This is an optimization exercise on Yosys and OpenROAD, whose aim is small area, a short achievable clock period and few clock cycles, not a production implementation. For this run, only the layout was checked, not whether the RTL still works.

$ cat run.sh
#!/bin/bash
# synth_recipe.tcl (not shown) runs the flow's synth.tcl, then flattens the netlist and writes it again
# the make line also repeats each setting of config.mk as NAME=value (left out here)
make -C /OpenROAD-flow-scripts/flow DESIGN_CONFIG=/design/flow/config.mk WORK_HOME=/design/flow/orfs CLKGATE_MAP_FILE= SYNTH_SCRIPT=/design/flow/synth_recipe.tcl finish
$ cat config.mk
export PLATFORM = sky130hd
export DESIGN_NAME = ALU
export DESIGN_NICKNAME = ALU
export VERILOG_FILES = /design/flow/design.v
export SDC_FILE = /design/flow/constraint.sdc
export NUM_CORES = 4
export LEC_CHECK = 0
export CAP_MARGIN = 20
export CORE_MARGIN = 2
export CORE_UTILIZATION = 40
export PLACE_DENSITY = 0.6
export SLEW_MARGIN = 20
$ cat constraint.sdc
create_clock -name core_clock -period 8.0 [get_ports {i_clk}]
set_input_delay 1.6000 -clock core_clock [delete_from_list [all_inputs] [get_ports {i_clk}]]
set_output_delay 1.6000 -clock core_clock [all_outputs]
set_load 0.01 [all_outputs]
$ cat design.v
module ALU #(
    parameter DATA_W = 32
)
(
    input                       i_clk,    
    input                       i_rst_n,  
    input                       i_valid,  
    input [DATA_W - 1 : 0]      i_A,      
    input [DATA_W - 1 : 0]      i_B,      
    input [         2 : 0]      i_inst,   
    output [2*DATA_W - 1 : 0]   o_data,   
    output                      o_done    
);
    localparam ADD  = 3'd0;
    localparam SUB  = 3'd1;
    localparam AND  = 3'd2;
    localparam OR   = 3'd3;
    localparam SLT  = 3'd4;
    localparam SRA  = 3'd5;
    localparam MUL  = 3'd6;
    localparam DIV  = 3'd7;
    reg        s_ex;     
    reg        s_mul;    
    reg        s_mulf;   
    reg        s_div;    
    reg        s_al;     
    reg        done;
    reg [63:0] R;        
    reg [31:0] D;        
    reg [31:0] C;        
    reg        ci;       
    reg [2:0]  inst;
    reg [4:0]  cnt;
    wire idle = ~(s_ex | s_mul | s_mulf | s_div);
    assign o_done = done;
    assign o_data = R;
    wire [31:0] Rhi = R[63:32];
    wire [31:0] Rlo = R[31:0];
    wire        sub  = s_div | (inst == SUB) | (inst == SLT);
    wire [31:0] ax   = (s_div | s_mulf) ? Rhi : Rlo;
    wire [31:0] ay   = (s_mulf ? C : D) ^ {32{sub & ~s_mulf}};
    wire        acin = s_mulf ? ci : sub;
    wire [32:0] asum = {1'b0, ax} + {1'b0, ay} + {32'd0, acin};
    wire        ovf  = (ax[31] == ay[31]) & (asum[31] != ax[31]);
    wire [31:0] sat  = ovf ? {ax[31], {31{~ax[31]}}} : asum[31:0];
    wire [4:0]  shamt = (|D[31:5]) ? 5'd31 : D[4:0];
    wire [31:0] sra  = $signed(Rlo) >>> shamt;
    reg  [31:0] res;
    always @(*) begin
        case (inst)
            AND:     res = Rlo & D;
            OR:      res = Rlo | D;
            SLT:     res = {31'd0, asum[31] ^ ovf};
            SRA:     res = sra;
            default: res = sat;
        endcase
    end
    wire [35:0] pp0 = {4'd0, D & {32{Rlo[0]}}};
    wire [35:0] pp1 = {3'd0, D & {32{Rlo[1]}}, ci};
    wire [35:0] pp2 = {2'd0, D & {32{Rlo[2]}}, 2'd0};
    wire [35:0] pp3 = {1'd0, D & {32{Rlo[3]}}, 3'd0};
    wire [35:0] ps  = {4'd0, Rhi};
    wire [35:0] pc  = {4'd0, C};
    wire [35:0] a1 = pp0 ^ pp1 ^ pp2;
    wire [35:0] b1 = {(pp0 & pp1) | (pp0 & pp2) | (pp1 & pp2), 1'b0};
    wire [35:0] a2 = pp3 ^ ps ^ pc;
    wire [35:0] b2 = {(pp3 & ps) | (pp3 & pc) | (ps & pc), 1'b0};
    wire [35:0] a3 = a1 ^ b1 ^ a2;
    wire [35:0] b3 = {(a1 & b1) | (a1 & a2) | (b1 & a2), 1'b0};
    wire [35:0] mu = a3 ^ b3 ^ b2;
    wire [35:0] mv = {(a3 & b3) | (a3 & b2) | (b3 & b2), 1'b0};
    wire [4:0]  mlo = {1'b0, mu[3:0]} + {1'b0, mv[3:0]};
    wire [31:0] m0 = Rhi;
    wire [31:0] m1 = m0 | (m0 >> 1);
    wire [31:0] m2 = m1 | (m1 >> 2);
    wire [31:0] m3 = m2 | (m2 >> 4);
    wire [31:0] m4 = m3 | (m3 >> 8);
    wire [31:0] mA = m4 | (m4 >> 16);
    wire dzero = ~|D;
    wire ok8   = ~|(D & ~(mA >> 8));
    wire ok1   = ~|(D & ~(mA >> 1));
    wire q     = asum[32];
    always @(posedge i_clk or negedge i_rst_n) begin
        if (!i_rst_n) begin
            s_ex   <= 1'b0;
            s_mul  <= 1'b0;
            s_mulf <= 1'b0;
            s_div  <= 1'b0;
            s_al   <= 1'b0;
            done   <= 1'b0;
        end else begin
            done <= 1'b0;
            if (idle) begin
                if (i_valid) begin
                    s_ex  <= (i_inst != MUL) & (i_inst != DIV);
                    s_mul <= (i_inst == MUL);
                    s_div <= (i_inst == DIV);
                    s_al  <= 1'b0;
                end
            end
            if (s_ex) begin
                s_ex <= 1'b0;
                done <= 1'b1;
            end
            if (s_mul && cnt == 5'd7) begin
                s_mul  <= 1'b0;
                s_mulf <= 1'b1;
            end
            if (s_mulf) begin
                s_mulf <= 1'b0;
                done   <= 1'b1;
            end
            if (s_div) begin
                if (!s_al) begin
                    if (dzero) begin
                        s_div <= 1'b0;
                        done  <= 1'b1;
                    end else if (!ok8 && !ok1) begin
                        s_al <= 1'b1;
                        if (cnt == 5'd0) begin
                            s_div <= 1'b0;
                            done  <= 1'b1;
                        end
                    end
                end else if (cnt == 5'd0) begin
                    s_div <= 1'b0;
                    done  <= 1'b1;
                end
            end
        end
    end
    always @(posedge i_clk) begin
        if (idle) begin
            R    <= (i_inst == DIV) ? {i_A, 32'd0} : {32'd0, i_A};
            D    <= i_B;
            C    <= 32'd0;
            ci   <= 1'b0;
            inst <= i_inst;
            cnt  <= 5'd0;
        end
        if (s_ex) begin
            R <= {32'd0, res};
        end
        if (s_mul) begin
            R   <= {mu[35:4], mlo[3:0], Rlo[31:4]};
            C   <= mv[35:4];
            ci  <= mlo[4];
            cnt <= cnt + 5'd1;
        end
        if (s_mulf) begin
            R[63:32] <= asum[31:0];
        end
        if (s_div) begin
            if (!s_al && dzero) begin
                R[31:0] <= 32'hffffffff;
            end else if (!s_al && ok8) begin
                D   <= D << 8;
                cnt <= cnt + 5'd8;
            end else if (!s_al && ok1) begin
                D   <= D << 1;
                cnt <= cnt + 5'd1;
            end else begin
                if (q) R[63:32] <= asum[31:0];
                R[31:0] <= {Rlo[30:0], q};
                D   <= D >> 1;
                cnt <= cnt - 5'd1;
            end
        end
    end
endmodule
==> key figures <==
Routing
  • Via count: 19,738
  • Remaining antenna violation count after routing: 0
  • Detailed Routing Iterations Pass 1: 6
  • Post-Route WL: 86,120 µm
  • WL/cell: roughly 27 µm
  • Via/cell ratio: roughly 6.3
  • # DRC: 0
  • Starting DRC count in detailed routing: roughly 2,500

Logic synthesis
  • Synth warn: 1
  • Cell area after synthesis: 18,610 µm²
  • Seq cells post-synth: around 140
  • Area contributors post-synth: fa_1 14%, dfxtp_1 11%, edfxtp_1 6.3%
  • Unique masters post-synth: 88
  • Top cells by count, synth: 309 x nand2_1, 209 x a21oi_1, 197 x nor2_1
  • Sequential share of the synthesized area: between 10% and 20%
  • Async SR Flop Fraction: around 4.2%
  • Syn Area/Cell: 7.395 µm²
  • EDFF count, synth: 39
  • Synthesized instance count: ~2,500
  • Syn_nets: between 2,000 and 3,000
  • Top-area cell type share of the netlist area: between 10% and 20%
  • Synth Flop Type: dfxtp_1
  • Most common cell in the netlist: nand2_1
  • Area leader, netlist: fa_1

Global routing
  • Initial antenna violation count: 2
  • Largest net degree at the start of global routing: 70
  • GRT Overall Usage: a little over a third
  • Grt ovf: 0
  • Global-route wire length before repair: approximately 130,000 µm
  • Number of global-route vias before repair: between 15,000 and 20,000

Floorplanning
  • I/O Pins: approximately 140
  • Core Region: around 46,000 µm²
  • Die area: a little under 50,000 µm²
  • Die H: 219.7 µm
  • Die width: around 220 µm
  • Initial Util: 40.24%
  • # rows: slightly below 80

Worst setup path
  • FF-to-FF path depth: 21
  • Crit Path Class: flop to flop
  • Crit path cell chain: buf_4 > or2_2 > nand2_1 > a21boi_0 > fa_1 > nand2b_1 > a21oi_1 > o21ai_0 > a311oi_1 > o21ai_0 > o221a_2 > o21ai_0 > a21oi_1 > fa_1 > xnor2_1 > nor2_1 > buf_4 > o21ai_0 > nand2_1 > a31oi_1 > o22a_1
  • Worst setup SP type: flop
  • WP data arrival: about 7 ns
  • CP Capture Type: flop
  • CP max stage cell: or2_2
  • Crit-path max FO: 36
  • Critical Path Max Stage Delay: around 0.65 ns
  • WP data required: ~8.4 ns
  • CP dominant cell by count: o21ai_0

Final layout
  • Fin util: 45.42%
  • Ratio of cells with drive above 1 in the final layout: a little over 6%
  • Post-route cell area: about 21,000 µm²
  • Nets: 2,755
  • # fillers: 4,721
  • Layout Area Growth over Synthesis: 12.88%

Status
  • Status: complete, no violations

Placement
  • Placed inst area: slightly above 20,000 µm²
  • Port Buf Inserts: ~130
  • Pre-CTS setup slack: around 1.8 ns
  • Hpwl dp: 63,400 µm
  • Routability cong.: 1.012

Timing
  • RSZ-0062 raised after global routing: false
  • F_max: ~0.15 GHz
  • Worst Tran Pin Value: about 1.1 ns
  • Final setup margin: about 1.5 ns
  • Clock Skew: roughly 0.011 ns
  • Crit path time final: 6.462 ns
  • Final Slew Violations: 0
  • Fin Setup TNS: 0 ns
  • Max transition margin: about a quarter
  • Final setup violation count: 0
  • Period utilization: around four fifths
  • Final hold violations: 0

Clock network
  • Inserted Clock Buffers: 17
  • Clock Tree Buf Depth: 2
  • Post-CTS resize count: 0
  • Clock latency (worst-skew pair): 0.48 ns
  • CTS root buffer: clkbuf_16
  • CTS tree: built
  • TritonCTS Sinks: around 140
  • Setup Fix Bufs, Post-CTS: 0
  • H-tree level count: 4
  • Clock Pin Slew Worst Setup and Hold Paths: approximately 0.070 ns
  • Post-cts hold buffer count: 0

Job
  • Max Cap Viol: 0

Worst hold path
  • Hold depth: 2
  • Hold WC Path Type: flop to flop
-- worst paths after layout --
path | startpoint | end | slack (ns)
hold reg to reg | cnt[4]$_DFF_P_ | cnt[4]$_DFF_P_ | 0.62
setup reg to reg | s_div$_DFF_PN0_ | R[0]$_DFF_P_ | 1.54
hold / removal | cnt[4]$_DFF_P_ | cnt[4]$_DFF_P_ | 0.62
max in group asynchronous | i_rst_n | s_mul$_DFFE_PN0P_ | 6.13
setup / recovery | s_div$_DFF_PN0_ | R[0]$_DFF_P_ | 1.54
min in group asynchronous | i_rst_n | s_mul$_DFFE_PN0P_ | 1.47
-- flip-flops by register name (all words and copies together) (netlist names), 3 cells and up --
name  cells
C        32
cnt       5
inst      3
D        32
R        64
-- final cells by class --
type	count	area, µm²	share of cell area (%)
Clock inverter	4	95.09	0.4526
Antenna cell	2	5.005	0.02382
Clock buffer	28	538.0	2.561
Sequential cell	143	3288	15.65
Timing Repair Buffer	207	1889	8.992
Tap cell	607	759.5	3.615
Inverter	194	728.2	3.466
Multi-Input combinational cell	1950	13710	65.24
-- placed cells by master (no fill, tap or decap), types with 24 or more instances in the layout --
master | Yosys | final
maj3_1 | 28 | 28
and3_1 | 24 | 24
fa_1 | 128 | 128
edfxtp_1 | 39 | 39
a31oi_1 | 41 | 41
inv_1 | 191 | 191
o22ai_1 | 32 | 32
mux2i_1 | 87 | 87
dfxtp_1 | 98 | 98
nor3_1 | 46 | 45
ha_1 | 44 | 44
buf_4 | 8 | 73
a21oi_1 | 209 | 209
clkdlybuf4s50_1 | 0 | 134
nor2_1 | 197 | 195
and2_1 | 161 | 161
o21ai_0 | 171 | 171
nand2_1 | 309 | 309
nand3_1 | 41 | 41
xnor2_1 | 50 | 50
a211oi_1 | 31 | 31
-- through the flow --
stage	hold WS, ns	cells
final	0.6246	3135
after global routing	0.6745	3133
after CTS	0.6338	3133
after detailed placement	0.6182	3101
after global placement	0.5957	3101
after floorplan	0.4888	2517
-- layer usage --
metal / GRT usage [%] / vias up / wire [µm]
met2: 54.43 / 1186 / 37400
met4: 19.80 / 0 / 5138
li1: - / 8680 / -
met1: 48.16 / 9643 / 34670
met5: 0 / - / 0
met3: 6.570 / 229 / 8906
-- critical path, delay by kind of cell, from the launching register on --
family	cells	cell delay [ns]
AO/OA/AOI/OAI	11	2.36
XOR/XNOR	1	0.11
adder cells (fa/ha/maj)	2	1.09
buffers and inverters	2	0.59
flip-flops	1	0.45
AND/OR/NAND/NOR	5	1.73
-- cells by family (layout without fill, tap and decap cells) --
logic type | Yosys count | after routing | synth area share (%)
AO/OA/AOI/OAI | 686 | 686 | 23.02
XOR/XNOR | 67 | 67 | 3.153
adder cells (fa/ha/maj) | 200 | 200 | 18.23
buffers and inverters | 424 | 433 | 8.987
flip-flops | 143 | 143 | 17.64
multiplexers | 109 | 109 | 6.070
other | 0 | 2 | 0
AND/OR/NAND/NOR | 888 | 888 | 22.90

[what the ideal ports hide]
The flow's constraints put no driver on any port. The routed layout listed below was extracted and timed again, unchanged, in two steps.
Step 1 assumes that a clkbuf_16 drives the clock port and a buf_2 every other input.
Step 2 adds t to the input delays and takes it off the output delays; t is the mean of the earliest and latest rising clock arrival at the registers after step 1. Input paths then give back, and output paths get back, about the clock's delay inside the block.
a / b / c = no drivers / after step 1 / after step 2; a / b = the first two.
t (ns): 0.532
slack for setup (ns): 1.538 / 1.538 / 1.538
worst setup path after step 2: register to register
clock arrival spread, ns: 0.011 / 0.011
cell pins on the clock port's net: 1
After both steps setup and hold are still met in this run. For this run, drivers alone change the setup slack by 0.000 ns; drivers and shift together by 0.000 ns.
